Context: an optimization exercise on an open-source flow, tuned for a short achievable clock period and few clock cycles. The choices shown serve that exercise and are no tape-out recipe. Only simulation tests tie the RTL to the original design; equivalence was not proved. Power and IR drop assume default switching activity.

==> flow/design.v (excerpt) <==
module datapath (
    input clk,
    input rst,
    output logic        inst_read,
    output logic [31:0] inst_addr,
    input  logic        inst_resp,
    input  logic [31:0] inst_rdata,
    output logic        data_read,
    output logic        data_write,
    output logic [3:0]  data_mbe,
    output logic [31:0] data_addr,
    output logic [31:0] data_wdata,
    input  logic        data_resp,
    input  logic [31:0] data_rdata
);
Size: about 11000 cells after synthesis, about 170 I/O pins, roughly 0.17 mm² of cells after synthesis.
export LEC_CHECK = 0
export CAP_MARGIN = 25
export CORE_MARGIN = 2
export CORE_UTILIZATION = 35
export PLACE_DENSITY = 0.55
export SETUP_SLACK_MARGIN = 5
export SLEW_MARGIN = 35
create_clock -name core_clock -period 11.0 [get_ports {clk}]
standard.sh (not shown) runs the stock make flow with config.mk's settings and CLKGATE_MAP_FILE= SYNTH_SCRIPT=/design/flow/synth_recipe.tcl, a recipe that flattens the netlist after the stock synthesis.
==> flow/flow/run.sh <==
#!/bin/bash
# Standard layout, with timing repair aiming further below the clock period.
set -euo pipefail
bash standard.sh SETUP_SLACK_MARGIN=7 finish > standard_flow.log 2>&1
The starting point completed with no timing, DRC or antenna violations.
Testbench counts at the start, summed over its fixed seeds: cycles 76,862.
Then changed:
==> flow/run.sh (new file) <==
#!/bin/bash
# synth_recipe.tcl (not shown) runs the flow's synth.tcl, then flattens the netlist and writes it again
# the make line also repeats each setting of config.mk as NAME=value (left out here)
make -C /OpenROAD-flow-scripts/flow DESIGN_CONFIG=/design/flow/config.mk WORK_HOME=/design/flow/orfs CLKGATE_MAP_FILE= SYNTH_SCRIPT=/design/flow/synth_recipe.tcl finish
removed: flow/flow/run.sh
removed: flow/standard.sh
Result:
- The new run ran to the end with no violations
- critical path depth is unchanged
- utilization came out lower by 2.2 points
- final cell count came out lower by 2.5%
- cell area came out lower by 5.1%

========
Another version of the RTL of datapath (not shown whole).
Size in the first run: ~12000 cells after synthesis, roughly 3800 flip-flops, roughly 0.18 sq mm of cells after synthesis.
==> flow/design.v (excerpt) <==
module datapath (
    input clk,
    input rst,
    output logic        inst_read,
    output logic [31:0] inst_addr,
    input  logic        inst_resp,
    input  logic [31:0] inst_rdata,
    output logic        data_read,
    output logic        data_write,
    output logic [3:0]  data_mbe,
    output logic [31:0] data_addr,
    output logic [31:0] data_wdata,
    input  logic        data_resp,
    input  logic [31:0] data_rdata
);
==> flow/config.mk <==
export PLATFORM = sky130hd
export DESIGN_NAME = datapath
export DESIGN_NICKNAME = datapath
export VERILOG_FILES = /design/flow/design.v
export SDC_FILE = /design/flow/constraint.sdc
export NUM_CORES = 4
export LEC_CHECK = 0
export CAP_MARGIN = 25
export CORE_MARGIN = 2
export CORE_UTILIZATION = 35
export PLACE_DENSITY = 0.55
export SETUP_SLACK_MARGIN = 5
export SLEW_MARGIN = 35
==> flow/constraint.sdc <==
create_clock -name core_clock -period 11.0 [get_ports {clk}]
set_input_delay 2.2000 -clock core_clock [delete_from_list [all_inputs] [get_ports {clk}]]
set_output_delay 2.2000 -clock core_clock [all_outputs]
set_load 0.01 [all_outputs]
==> flow/flow/run.sh <==
#!/bin/bash
# The standard layout (standard.sh) with these changes to how it is made:
#  - repair may change a cell's footprint (not only its drive strength within
#    the footprint), and the port buffers are plain buffers instead of the
#    platform's default delay-buffer cells.
# The clock period and all constraints are the design's (constraint.sdc).
# ORFS's own logs are under orfs/logs/; make's output goes to standard_flow.log.
set -euo pipefail
MARGIN=${MARGIN:-7}
bash standard.sh SETUP_SLACK_MARGIN=$MARGIN MATCH_CELL_FOOTPRINT=0 \
    "BUFFER_PORTS_ARGS=-buffer_cell sky130_fd_sc_hd__buf_4" finish > standard_flow.log 2>&1
The baseline finished with timing, DRC and antenna clean.
Testbench counts at the start, summed over its fixed seeds: cycles 75,614.
Then changed:
==> flow/flow/run.sh (replaced) <==
#!/bin/bash
set -euo pipefail
MARGIN=${MARGIN:-7}
bash standard.sh SETUP_SLACK_MARGIN=$MARGIN finish > standard_flow.log 2>&1
Effect: Worst setup slack improved by 0.075 ns. Combinational power decreases by about 1%. Clock skew goes down by 0.016 ns. Register-to-register slack improved by 0.20 ns. Hold slack is about the same.

==> re-timing with driven ports <==
The flow's constraints put no driver on any port. The routed layouts listed below were extracted and timed again, unchanged, in two steps.
Step 1: set_driving_cell puts a clkbuf_16 on clk and a buf_2 on each other input, an assumption about the parent block.
Step 2 times the ports against the registers' clock, not the clock port: input delays grow and output delays shrink by t, the midpoint of the rising clock arrivals with the driver on.
Three values: ideal ports, drivers, drivers and shift; two values: the first two.
run | t (ns) | slack for setup (ns) | worst data-port slew with drivers (ns)
the first run of note 1 | 1.067 | 5.991 / 5.877 / 5.925 | 0.40
the second run of note 1 | 1.053 | 5.163 / 5.050 / 4.888 | 0.37
the first run of note 2 | 1.099 | 6.034 / 5.974 / 5.993 | 0.33
the second run of note 2 | 1.103 | 6.109 / 5.993 / 5.929 | 0.38
After both steps setup and hold are still met in every run listed. For the second run of note 1, which loses most, drivers alone change the setup slack by -0.113 ns; drivers and shift together by -0.275 ns.
